From an optimization exercise on the open Yosys and OpenROAD flow, aimed at small area; shortcuts taken in it are not production practice. Where RTL was checked, it was by simulation tests only, not by an equivalence proof against the original.

==> cedar <==
Design cordic_pipelined, start of the top module:
module cordic_pipelined(clk, z0, xn, yn);
  input clk;
  input signed [12:0] z0;
  output [17:0] xn, yn;
  wire flip_in = (z0[12] && z0 < -13'sh5A0) || (!z0[12] && z0 > 13'sh5A0);
  wire [12:0] zs = flip_in ? (z0[12] ? z0 + 13'hB40 : z0 - 13'hB40) : z0;
  wire d0_c0 = zs[12];
  wire [10:0] z1_c0 = d0_c0 ? zs[10:0] + 11'h2D0 : zs[10:0] - 11'h2D0;
  reg f_r1, d0_r1; reg [10:0] z1_r1;
  always @(posedge clk) begin f_r1 <= flip_in; d0_r1 <= d0_c0; z1_r1 <= z1_c0; end
  wire d1_c1 = z1_r1[10];
  wire [9:0] z2_c1 = d1_c1 ? z1_r1[9:0] + 10'h1A9 : z1_r1[9:0] - 10'h1A9;
  wire d2_c1 = z2_c1[9];
  wire [8:0] z3_c1 = d2_c1 ? z2_c1[8:0] + 9'h0E0 : z2_c1[8:0] - 9'h0E0;
  reg f_r2; reg [2:0] d_r2; reg [8:0] z3_r2;
  always @(posedge clk) begin f_r2 <= f_r1; d_r2 <= {d2_c1, d1_c1, d0_r1}; z3_r2 <= z3_c1; end
  wire d3_c2 = z3_r2[8];
  wire [7:0] z4_c2 = d3_c2 ? z3_r2[7:0] + 8'h72 : z3_r2[7:0] - 8'h72;
  wire d4_c2 = z4_c2[7];
  wire [6:0] z5_c2 = d4_c2 ? z4_c2[6:0] + 7'h39 : z4_c2[6:0] - 7'h39;
  wire d5_c2 = z5_c2[6];
  wire [5:0] z6_c2 = d5_c2 ? z5_c2[5:0] + 6'h1C : z5_c2[5:0] - 6'h1C;
  reg f_r3; reg [5:0] d_r3; reg [5:0] z6_r3;
  always @(posedge clk) begin f_r3 <= f_r2; d_r3 <= {d5_c2, d4_c2, d3_c2, d_r2}; z6_r3 <= z6_c2; end
  wire d6 = z6_r3[5];
  ...
clock: 5.0 ns
lec_check: 0
cap_margin: 20
core_margin: 2
core_utilization: 40
cts_buf_list: sky130_fd_sc_hd__clkbuf_2
cts_cluster_size: 20
slew_margin: 20
synth_hierarchical: 1
run.sh (not shown) runs the stock make flow with config.mk's settings and CLKGATE_MAP_FILE= SYNTH_SCRIPT=/design/flow/synth_recipe.tcl, a recipe that flattens the netlist after the stock synthesis.
==> lagoon (differences from cedar) <==
- CTS_BUF_LIST: sky130_fd_sc_hd__clkbuf_2 -> default
- CTS_CLUSTER_SIZE: 20 -> default
==> garnet (differences from cedar) <==
- CTS_BUF_LIST: sky130_fd_sc_hd__clkbuf_2 -> sky130_fd_sc_hd__clkbuf_4
- CTS_CLUSTER_SIZE: 20 -> default
==> impl_metrics.csv <==
group,metric,value,unit
drt,via_per_inst,4.54,
layout,regArea,0.00705,mm^2
timing,fin_ws,0.244,ns
layout,buffer_area_frac,0.0327,
setup_path,startpoint,"yt9_17_p10",
run_status,status,"complete, no violations",
layout,clkCellAreaFrac,0.0662,
Source of the figures above: lagoon

==> impl_metrics.csv <==
group,metric,value,unit
run_status,status,"complete, no violations",
timing,slew_headroom,0.436,
layout,regArea,0.00705,mm^2
layout,buffer_area_frac,0.0328,
drt,via_per_inst,4.49,
timing,fin_ws,0.296,ns
layout,clkCellAreaFrac,0.0630,
setup_path,startpoint,"xi9_17_p10",
Source of the figures above: garnet

==> impl_metrics.csv <==
group,metric,value,unit
run_status,status,"complete, no violations",
layout,buffer_area_frac,0.0329,
die,start_util,0.406,
layout,clkCellAreaFrac,0.0422,
global_route,overflow,0,
timing,fin_ws,0.211,ns
layout,regArea,0.00705,mm^2
Source of the figures above: cedar

Function was not checked in any run of this note: the RTL went through the layout flow alone.

---

==> job 3085 <==
cordic_pipelined, a different RTL version from the one above (not shown whole).
==> flow/config.mk <==
export PLATFORM = sky130hd
export DESIGN_NAME = cordic_pipelined
export DESIGN_NICKNAME = cordic_pipelined
export VERILOG_FILES = /design/flow/design.v
export SDC_FILE = /design/flow/constraint.sdc
export NUM_CORES = 4
export LEC_CHECK = 0
export CAP_MARGIN = 20
export CORE_MARGIN = 2
export CORE_UTILIZATION = 60
export CTS_BUF_LIST = sky130_fd_sc_hd__clkbuf_8
export CTS_CLUSTER_DIAMETER = 100
export CTS_CLUSTER_SIZE = 18
export SLEW_MARGIN = 20
export SYNTH_HIERARCHICAL = 1
==> flow/constraint.sdc <==
create_clock -name core_clock -period 5.0 [get_ports {clk}]
set_input_delay 1.0000 -clock core_clock [delete_from_list [all_inputs] [get_ports {clk}]]
set_output_delay 1.0000 -clock core_clock [all_outputs]
set_load 0.01 [all_outputs]
standard.sh (not shown) runs the stock make flow with config.mk's settings and CLKGATE_MAP_FILE= SYNTH_SCRIPT=/design/flow/synth_recipe.tcl, a recipe that flattens the netlist after the stock synthesis.
==> flow/flow/run.sh <==
#!/bin/bash
# The standard layout (standard.sh: ORFS from synthesis through finish), with two changes:
#  - the input/output port buffers are made from the smallest buffer cell;
#  - synthesis maps the logic with an area-oriented ABC script (flow/abc_area_map.script)
#    in place of ORFS's abc_speed.script. Everything else in synthesis is ORFS's own
#    (run from a copy of ORFS's scripts folder in which only that one file differs).
set -e
rm -rf orfs_scripts
cp -r "$FLOW_HOME/scripts" orfs_scripts
cp flow/abc_area_map.script orfs_scripts/abc_speed.script
export SCRIPTS_DIR="$PWD/orfs_scripts"
export BUFFER_PORTS_ARGS="-buffer_cell sky130_fd_sc_hd__buf_1"
cp standard.sh standard_sh.txt
bash standard.sh > standard.log 2>&1
==> flow/flow/abc_area_map.script <==
strash
dch
map -a
strash
dch
map -a
topo
stime -c
buffer -c
upsize -c
dnsize -c
==> inputs of job 325, as changes to job 3085 <==
--- a/flow/design.v
+++ b/flow/design.v
@@ -768,123 +768,123 @@
   wire ynh10;
   wire ynh11;
   wire ynh12;
   wire ynh13;
   wire ynh14;
   wire ynh15;
   wire ynh16;
   wire ynh17;
-  localparam [31:0] TX0 = 32'h9a401a40;
-  localparam [31:0] TY0 = 32'h23842384;
+  localparam [31:0] TX0 = 32'h5a401a40;
+  localparam [31:0] TY0 = 32'ha3842385;
   localparam [31:0] TX1 = 32'hffc4e0c0;
-  localparam [31:0] TY1 = 32'h8909b155;
-  localparam [31:0] TX2 = 32'h22deb87b;
-  localparam [31:0] TY2 = 32'hef249522;
-  localparam [31:0] TX3 = 32'h47e344e6;
-  localparam [31:0] TY3 = 32'h313b697b;
-  localparam [31:0] TX4 = 32'h12f7ec48;
-  localparam [31:0] TY4 = 32'h8b11752e;
-  localparam [31:0] TX5 = 32'h66d81866;
-  localparam [31:0] TY5 = 32'h330e8d33;
-  localparam [31:0] TX6 = 32'h8b3c3fd1;
-  localparam [31:0] TY6 = 32'hedd69648;
-  localparam [31:0] TX7 = 32'h8aeff751;
-  localparam [31:0] TY7 = 32'hef755108;
-  localparam [31:0] TX8 = 32'hef37ecf7;
-  localparam [31:0] TY8 = 32'h75917651;
+  localparam [31:0] TY1 = 32'h0909b155;
+  localparam [31:0] TX2 = 32'ha2deb87a;
+  localparam [31:0] TY2 = 32'haf249520;
+  localparam [31:0] TX3 = 32'h07e344e5;
+  localparam [31:0] TY3 = 32'hf13b697a;
+  localparam [31:0] TX4 = 32'h52f7ec4a;
+  localparam [31:0] TY4 = 32'h0b11752f;
+  localparam [31:0] TX5 = 32'ha6d81865;
+  localparam [31:0] TY5 = 32'hf30e8d30;
+  localparam [31:0] TX6 = 32'h0b3c3fd0;
+  localparam [31:0] TY6 = 32'hadd6964a;
+  localparam [31:0] TX7 = 32'h0aeff750;
+  localparam [31:0] TY7 = 32'haf75510a;
+  localparam [31:0] TX8 = 32'haf37ecf5;
+  localparam [31:0] TY8 = 32'hf5917650;
   localparam [31:0] TX9 = 32'h54f3cf2a;
   localparam [31:0] TY9 = 32'h025965bf;
-  localparam [31:0] TX10 = 32'hbbbffddd;
-  localparam [31:0] TY10 = 32'hddd55444;
-  localparam [31:0] TX11 = 32'hde6e767b;
-  localparam [31:0] TY11 = 32'h4737131d;
+  localparam [31:0] TX10 = 32'hfbbffddf;
+  localparam [31:0] TY10 = 32'h5dd55445;
+  localparam [31:0] TX11 = 32'h5e6e767a;
+  localparam [31:0] TY11 = 32'h0737131f;
   localparam [31:0] TX12 = 32'hfc766e3f;
   localparam [31:0] TY12 = 32'h56133795;
   localparam [31:0] TX13 = 32'haa7a5e55;
   localparam [31:0] TY13 = 32'hff1f0700;
-  localparam [31:0] TX14 = 32'h76d24b6e;
-  localparam [31:0] TY14 = 32'h134b2d37;
-  localparam [31:0] TX15 = 32'hcf766ef3;
-  localparam [31:0] TY15 = 32'h65133759;
-  localparam [31:0] TX16 = 32'h766e766e;
-  localparam [31:0] TY16 = 32'h13371337;
+  localparam [31:0] TX14 = 32'hf6d24b6f;
+  localparam [31:0] TY14 = 32'h534b2d35;
+  localparam [31:0] TX15 = 32'h0f766ef0;
+  localparam [31:0] TY15 = 32'ha513375a;
+  localparam [31:0] TX16 = 32'hf66e766f;
+  localparam [31:0] TY16 = 32'h53371335;
   localparam [31:0] TX17 = 32'h00000000;
   localparam [31:0] TY17 = 32'haaaaaaaa;
   wire [4:0] ta_c4 = {d4_p4,d3_p4,d2_p4,d1_p4,d0_p4};
   wire [4:0] ta_c5 = {d4_p5,d3_p5,d2_p5,d1_p5,d0_p5};
   wire [4:0] ta_c6 = {d4_p6,d3_p6,d2_p6,d1_p6,d0_p6};
   assign lx0 = TX0[ta_c4];
-  assign lx1 = TX1[ta_c4];
+  assign lx1 = TX1[ta_c5];
   assign lx2 = TX2[ta_c5];
   assign lx3 = TX3[ta_c5];
   assign lx4 = TX4[ta_c5];
   assign lx5 = TX5[ta_c4];
-  assign lx6 = TX6[ta_c4];
+  assign lx6 = TX6[ta_c5];
   assign lx7 = TX7[ta_c5];
   assign lx8 = TX8[ta_c5];
   assign lx9 = TX9[ta_c5];
   assign lx10 = TX10[ta_c5];
   assign lx11 = TX11[ta_c5];
   assign lx12 = TX12[ta_c5];
   assign lx13 = TX13[ta_c5];
   assign lx14 = TX14[ta_c5];
   assign lx15 = TX15[ta_c5];
-  assign lx16 = TX16[ta_c5];
+  assign lx16 = TX16[ta_c6];
   assign lx17 = TX17[ta_c6];
   assign ly0 = TY0[ta_c4];
-  assign ly1 = TY1[ta_c4];
+  assign ly1 = TY1[ta_c5];
   assign ly2 = TY2[ta_c5];
   assign ly3 = TY3[ta_c5];
   assign ly4 = TY4[ta_c5];
   assign ly5 = TY5[ta_c4];
-  assign ly6 = TY6[ta_c4];
+  assign ly6 = TY6[ta_c5];
   assign ly7 = TY7[ta_c5];
   assign ly8 = TY8[ta_c5];
   assign ly9 = TY9[ta_c5];
   assign ly10 = TY10[ta_c5];
   assign ly11 = TY11[ta_c5];
   assign ly12 = TY12[ta_c5];
   assign ly13 = TY13[ta_c5];
   assign ly14 = TY14[ta_c5];
   assign ly15 = TY15[ta_c5];
-  assign ly16 = TY16[ta_c5];
+  assign ly16 = TY16[ta_c6];
   assign ly17 = TY17[ta_c6];
   assign xt5_0 = lx0_p5 ^ f_p5;
-  assign xt5_1 = lx1_p5 ^ f_p5;
+  assign xt5_1 = lx1 ^ f_p5;
   assign xt5_2 = lx2 ^ f_p5;
   assign xt5_3 = lx3 ^ f_p5;
   assign xt5_4 = lx4 ^ f_p5;
   assign xt5_5 = lx5_p5 ^ f_p5;
-  assign xt5_6 = lx6_p5 ^ f_p5;
+  assign xt5_6 = lx6 ^ f_p5;
   assign xt5_7 = lx7 ^ f_p5;
   assign xt5_8 = lx8 ^ f_p5;
   assign xt5_9 = lx9 ^ f_p5;
   assign xt5_10 = lx10 ^ f_p5;
   assign xt5_11 = lx11 ^ f_p5;
   assign xt5_12 = lx12 ^ f_p5;
   assign xt5_13 = lx13_p6 ^ f_p6;
   assign xt5_14 = lx14_p6 ^ f_p6;
   assign xt5_15 = lx15_p6 ^ f_p6;
-  assign xt5_16 = lx16_p6 ^ f_p6;
+  assign xt5_16 = lx16 ^ f_p6;
   assign xt5_17 = lx17 ^ f_p6;
   assign q5_1 = ~(f_p5 ^ d5_p5);
   assign yt5_0 = ly0_p5 ^ q5_1;
   assign q5_2 = ~(f_p5 ^ d5_p5);
-  assign yt5_1 = ly1_p5 ^ q5_2;
+  assign yt5_1 = ly1 ^ q5_2;
   assign q5_3 = ~(f_p5 ^ d5_p5);
   assign yt5_2 = ly2 ^ q5_3;
   assign q5_4 = ~(f_p5 ^ d5_p5);
   assign yt5_3 = ly3 ^ q5_4;
   assign q5_5 = ~(f_p5 ^ d5_p5);
   assign yt5_4 = ly4 ^ q5_5;
   assign q5_6 = ~(f_p5 ^ d5_p5);
   assign yt5_5 = ly5_p5 ^ q5_6;
   assign q5_7 = ~(f_p5 ^ d5_p5);
-  assign yt5_6 = ly6_p5 ^ q5_7;
+  assign yt5_6 = ly6 ^ q5_7;
   assign q5_8 = ~(f_p5 ^ d5_p5);
   assign yt5_7 = ly7 ^ q5_8;
   assign q5_9 = ~(f_p5 ^ d5_p5);
   assign yt5_8 = ly8 ^ q5_9;
   assign q5_10 = ~(f_p5 ^ d5_p5);
   assign yt5_9 = ly9 ^ q5_10;
   assign q5_11 = ~(f_p5 ^ d5_p5);
   assign yt5_10 = ly10 ^ q5_11;
@@ -894,17 +894,17 @@
   assign yt5_12 = ly12 ^ q5_13;
   assign q5_14 = ~(f_p5 ^ d5_p5);
   assign yt5_13 = ly13 ^ q5_14;
   assign q5_15 = ~(f_p6 ^ d5_p6);
   assign yt5_14 = ly14_p6 ^ q5_15;
   assign q5_16 = ~(f_p6 ^ d5_p6);
   assign yt5_15 = ly15_p6 ^ q5_16;
   assign q5_17 = ~(f_p6 ^ d5_p6);
-  assign yt5_16 = ly16_p6 ^ q5_17;
+  assign yt5_16 = ly16 ^ q5_17;
   assign q5_18 = ~(f_p6 ^ d5_p6);
   assign yt5_17 = ly17 ^ q5_18;
   assign q5_19 = ~(f_p5 ^ d5_p5);
   cordic_fa u91 (.a(xt5_0), .b(yt5_5), .c(q5_19), .s(ax5_s0), .co(ax5_c1));
   cordic_fa u92 (.a(xt5_1), .b(yt5_6), .c(ax5_c1), .s(ax5_s1), .co(ax5_c2));
   cordic_fa u93 (.a(xt5_2), .b(yt5_7), .c(ax5_c2), .s(ax5_s2), .co(ax5_c3));
   cordic_fa u94 (.a(xt5_3), .b(yt5_8), .c(ax5_c3), .s(ax5_s3), .co(ax5_c4));
   cordic_fa u95 (.a(xt5_4), .b(yt5_9), .c(ax5_c4), .s(ax5_s4), .co(ax5_c5));
@@ -1385,30 +1385,24 @@
   reg d9_p10;
   reg f_p4;
   reg f_p5;
   reg f_p6;
   reg f_p7;
   reg f_p8;
   reg f_p9;
   reg lx0_p5;
-  reg lx1_p5;
   reg lx5_p5;
-  reg lx6_p5;
   reg lx13_p6;
   reg lx14_p6;
   reg lx15_p6;
-  reg lx16_p6;
   reg ly0_p5;
-  reg ly1_p5;
   reg ly5_p5;
-  reg ly6_p5;
   reg ly14_p6;
   reg ly15_p6;
-  reg ly16_p6;
   reg xt5_8_p6;
   reg xt5_9_p6;
   reg xt5_10_p6;
   reg xt5_11_p6;
   reg xt5_12_p6;
   reg yt5_8_p6;
   reg yt5_9_p6;
   reg yt5_10_p6;
@@ -1638,30 +1632,24 @@
     d9_p10 <= d9_p9;
     f_p4 <= f;
     f_p5 <= f_p4;
     f_p6 <= f_p5;
     f_p7 <= f_p6;
     f_p8 <= f_p7;
     f_p9 <= f_p8;
     lx0_p5 <= lx0;
-    lx1_p5 <= lx1;
     lx5_p5 <= lx5;
-    lx6_p5 <= lx6;
     lx13_p6 <= lx13;
     lx14_p6 <= lx14;
     lx15_p6 <= lx15;
-    lx16_p6 <= lx16;
     ly0_p5 <= ly0;
-    ly1_p5 <= ly1;
     ly5_p5 <= ly5;
-    ly6_p5 <= ly6;
     ly14_p6 <= ly14;
     ly15_p6 <= ly15;
-    ly16_p6 <= ly16;
     xt5_8_p6 <= xt5_8;
     xt5_9_p6 <= xt5_9;
     xt5_10_p6 <= xt5_10;
     xt5_11_p6 <= xt5_11;
     xt5_12_p6 <= xt5_12;
     yt5_8_p6 <= yt5_8;
     yt5_9_p6 <= yt5_9;
     yt5_10_p6 <= yt5_10;
==> inputs of job 4348, as changes to job 3085 <==
--- a/flow/design.v
+++ b/flow/design.v
@@ -808,83 +808,83 @@
   localparam [31:0] TX16 = 32'h766e766e;
   localparam [31:0] TY16 = 32'h13371337;
   localparam [31:0] TX17 = 32'h00000000;
   localparam [31:0] TY17 = 32'haaaaaaaa;
   wire [4:0] ta_c4 = {d4_p4,d3_p4,d2_p4,d1_p4,d0_p4};
   wire [4:0] ta_c5 = {d4_p5,d3_p5,d2_p5,d1_p5,d0_p5};
   wire [4:0] ta_c6 = {d4_p6,d3_p6,d2_p6,d1_p6,d0_p6};
   assign lx0 = TX0[ta_c4];
-  assign lx1 = TX1[ta_c4];
+  assign lx1 = TX1[ta_c5];
   assign lx2 = TX2[ta_c5];
   assign lx3 = TX3[ta_c5];
   assign lx4 = TX4[ta_c5];
   assign lx5 = TX5[ta_c4];
-  assign lx6 = TX6[ta_c4];
+  assign lx6 = TX6[ta_c5];
   assign lx7 = TX7[ta_c5];
   assign lx8 = TX8[ta_c5];
   assign lx9 = TX9[ta_c5];
   assign lx10 = TX10[ta_c5];
   assign lx11 = TX11[ta_c5];
   assign lx12 = TX12[ta_c5];
   assign lx13 = TX13[ta_c5];
   assign lx14 = TX14[ta_c5];
   assign lx15 = TX15[ta_c5];
-  assign lx16 = TX16[ta_c5];
+  assign lx16 = TX16[ta_c6];
   assign lx17 = TX17[ta_c6];
   assign ly0 = TY0[ta_c4];
-  assign ly1 = TY1[ta_c4];
+  assign ly1 = TY1[ta_c5];
   assign ly2 = TY2[ta_c5];
   assign ly3 = TY3[ta_c5];
   assign ly4 = TY4[ta_c5];
   assign ly5 = TY5[ta_c4];
-  assign ly6 = TY6[ta_c4];
+  assign ly6 = TY6[ta_c5];
   assign ly7 = TY7[ta_c5];
   assign ly8 = TY8[ta_c5];
   assign ly9 = TY9[ta_c5];
   assign ly10 = TY10[ta_c5];
   assign ly11 = TY11[ta_c5];
   assign ly12 = TY12[ta_c5];
   assign ly13 = TY13[ta_c5];
   assign ly14 = TY14[ta_c5];
   assign ly15 = TY15[ta_c5];
-  assign ly16 = TY16[ta_c5];
+  assign ly16 = TY16[ta_c6];
   assign ly17 = TY17[ta_c6];
   assign xt5_0 = lx0_p5 ^ f_p5;
-  assign xt5_1 = lx1_p5 ^ f_p5;
+  assign xt5_1 = lx1 ^ f_p5;
   assign xt5_2 = lx2 ^ f_p5;
   assign xt5_3 = lx3 ^ f_p5;
   assign xt5_4 = lx4 ^ f_p5;
   assign xt5_5 = lx5_p5 ^ f_p5;
-  assign xt5_6 = lx6_p5 ^ f_p5;
+  assign xt5_6 = lx6 ^ f_p5;
   assign xt5_7 = lx7 ^ f_p5;
   assign xt5_8 = lx8 ^ f_p5;
   assign xt5_9 = lx9 ^ f_p5;
   assign xt5_10 = lx10 ^ f_p5;
   assign xt5_11 = lx11 ^ f_p5;
   assign xt5_12 = lx12 ^ f_p5;
   assign xt5_13 = lx13_p6 ^ f_p6;
   assign xt5_14 = lx14_p6 ^ f_p6;
   assign xt5_15 = lx15_p6 ^ f_p6;
-  assign xt5_16 = lx16_p6 ^ f_p6;
+  assign xt5_16 = lx16 ^ f_p6;
   assign xt5_17 = lx17 ^ f_p6;
   assign q5_1 = ~(f_p5 ^ d5_p5);
   assign yt5_0 = ly0_p5 ^ q5_1;
   assign q5_2 = ~(f_p5 ^ d5_p5);
-  assign yt5_1 = ly1_p5 ^ q5_2;
+  assign yt5_1 = ly1 ^ q5_2;
   assign q5_3 = ~(f_p5 ^ d5_p5);
   assign yt5_2 = ly2 ^ q5_3;
   assign q5_4 = ~(f_p5 ^ d5_p5);
   assign yt5_3 = ly3 ^ q5_4;
   assign q5_5 = ~(f_p5 ^ d5_p5);
   assign yt5_4 = ly4 ^ q5_5;
   assign q5_6 = ~(f_p5 ^ d5_p5);
   assign yt5_5 = ly5_p5 ^ q5_6;
   assign q5_7 = ~(f_p5 ^ d5_p5);
-  assign yt5_6 = ly6_p5 ^ q5_7;
+  assign yt5_6 = ly6 ^ q5_7;
   assign q5_8 = ~(f_p5 ^ d5_p5);
   assign yt5_7 = ly7 ^ q5_8;
   assign q5_9 = ~(f_p5 ^ d5_p5);
   assign yt5_8 = ly8 ^ q5_9;
   assign q5_10 = ~(f_p5 ^ d5_p5);
   assign yt5_9 = ly9 ^ q5_10;
   assign q5_11 = ~(f_p5 ^ d5_p5);
   assign yt5_10 = ly10 ^ q5_11;
@@ -894,17 +894,17 @@
   assign yt5_12 = ly12 ^ q5_13;
   assign q5_14 = ~(f_p5 ^ d5_p5);
   assign yt5_13 = ly13 ^ q5_14;
   assign q5_15 = ~(f_p6 ^ d5_p6);
   assign yt5_14 = ly14_p6 ^ q5_15;
   assign q5_16 = ~(f_p6 ^ d5_p6);
   assign yt5_15 = ly15_p6 ^ q5_16;
   assign q5_17 = ~(f_p6 ^ d5_p6);
-  assign yt5_16 = ly16_p6 ^ q5_17;
+  assign yt5_16 = ly16 ^ q5_17;
   assign q5_18 = ~(f_p6 ^ d5_p6);
   assign yt5_17 = ly17 ^ q5_18;
   assign q5_19 = ~(f_p5 ^ d5_p5);
   cordic_fa u91 (.a(xt5_0), .b(yt5_5), .c(q5_19), .s(ax5_s0), .co(ax5_c1));
   cordic_fa u92 (.a(xt5_1), .b(yt5_6), .c(ax5_c1), .s(ax5_s1), .co(ax5_c2));
   cordic_fa u93 (.a(xt5_2), .b(yt5_7), .c(ax5_c2), .s(ax5_s2), .co(ax5_c3));
   cordic_fa u94 (.a(xt5_3), .b(yt5_8), .c(ax5_c3), .s(ax5_s3), .co(ax5_c4));
   cordic_fa u95 (.a(xt5_4), .b(yt5_9), .c(ax5_c4), .s(ax5_s4), .co(ax5_c5));
@@ -1385,30 +1385,24 @@
   reg d9_p10;
   reg f_p4;
   reg f_p5;
   reg f_p6;
   reg f_p7;
   reg f_p8;
   reg f_p9;
   reg lx0_p5;
-  reg lx1_p5;
   reg lx5_p5;
-  reg lx6_p5;
   reg lx13_p6;
   reg lx14_p6;
   reg lx15_p6;
-  reg lx16_p6;
   reg ly0_p5;
-  reg ly1_p5;
   reg ly5_p5;
-  reg ly6_p5;
   reg ly14_p6;
   reg ly15_p6;
-  reg ly16_p6;
   reg xt5_8_p6;
   reg xt5_9_p6;
   reg xt5_10_p6;
   reg xt5_11_p6;
   reg xt5_12_p6;
   reg yt5_8_p6;
   reg yt5_9_p6;
   reg yt5_10_p6;
@@ -1638,30 +1632,24 @@
     d9_p10 <= d9_p9;
     f_p4 <= f;
     f_p5 <= f_p4;
     f_p6 <= f_p5;
     f_p7 <= f_p6;
     f_p8 <= f_p7;
     f_p9 <= f_p8;
     lx0_p5 <= lx0;
-    lx1_p5 <= lx1;
     lx5_p5 <= lx5;
-    lx6_p5 <= lx6;
     lx13_p6 <= lx13;
     lx14_p6 <= lx14;
     lx15_p6 <= lx15;
-    lx16_p6 <= lx16;
     ly0_p5 <= ly0;
-    ly1_p5 <= ly1;
     ly5_p5 <= ly5;
-    ly6_p5 <= ly6;
     ly14_p6 <= ly14;
     ly15_p6 <= ly15;
-    ly16_p6 <= ly16;
     xt5_8_p6 <= xt5_8;
     xt5_9_p6 <= xt5_9;
     xt5_10_p6 <= xt5_10;
     xt5_11_p6 <= xt5_11;
     xt5_12_p6 <= xt5_12;
     yt5_8_p6 <= yt5_8;
     yt5_9_p6 <= yt5_9;
     yt5_10_p6 <= yt5_10;
==> results.tsv <==
metric	value	unit
outcome	no timing/DRC/antenna violations	
comb_multi_in	723	
-- figures above: job 3085

==> results.tsv <==
metric	value	unit
outcome	no timing/DRC/antenna violations	
clock skew	0.0137	ns
Max H-tree Level	1	
comb_multi_in	717	
ys async rst share	0	
-- figures above: job 4348

==> results.tsv <==
metric	value	unit
outcome	no timing/DRC/antenna violations	
area occupied by multi-input gates	7710	um^2
Worst Path Required	5.40	ns
gr ovfl total	0	
Layout area overhead	9.25	%
-- figures above: job 325

Only the layout flow was run in job 3085 and job 325; the RTL was not checked for function there.

==> re-timing with driven ports <==
The flow's constraints put no driver on any port. The routed layouts listed below were extracted and timed again, unchanged, in two steps. Step 1 sets driving cells, clkbuf_16 on the clock port and buf_2 on the other inputs (assumed; they add their load-dependent delay and slew). Step 2 also shifts input and output timing later by t, the mid clock arrival at the registers, as if the neighbouring blocks saw the same clock. Slacks: ideal ports / drivers / drivers and shift; pairs: ideal ports / drivers.
run	shift t [ns]	slack for setup (ns)	clock arrival spread, ns
cedar	0.894	0.211 / 0.168 / 0.475	0.102 / 0.103
lagoon	0.551	0.244 / 0.195 / 0.491	0.025 / 0.025
garnet	0.749	0.296 / 0.252 / 0.492	0.058 / 0.058
job 3085	0.570	0.084 / 0.084 / 0.084	0.017 / 0.017
job 325	0.558	0.127 / 0.127 / 0.127	0.022 / 0.023
job 4348	0.570	0.133 / 0.133 / 0.133	0.017 / 0.017
After both steps setup and hold are still met in every run listed.
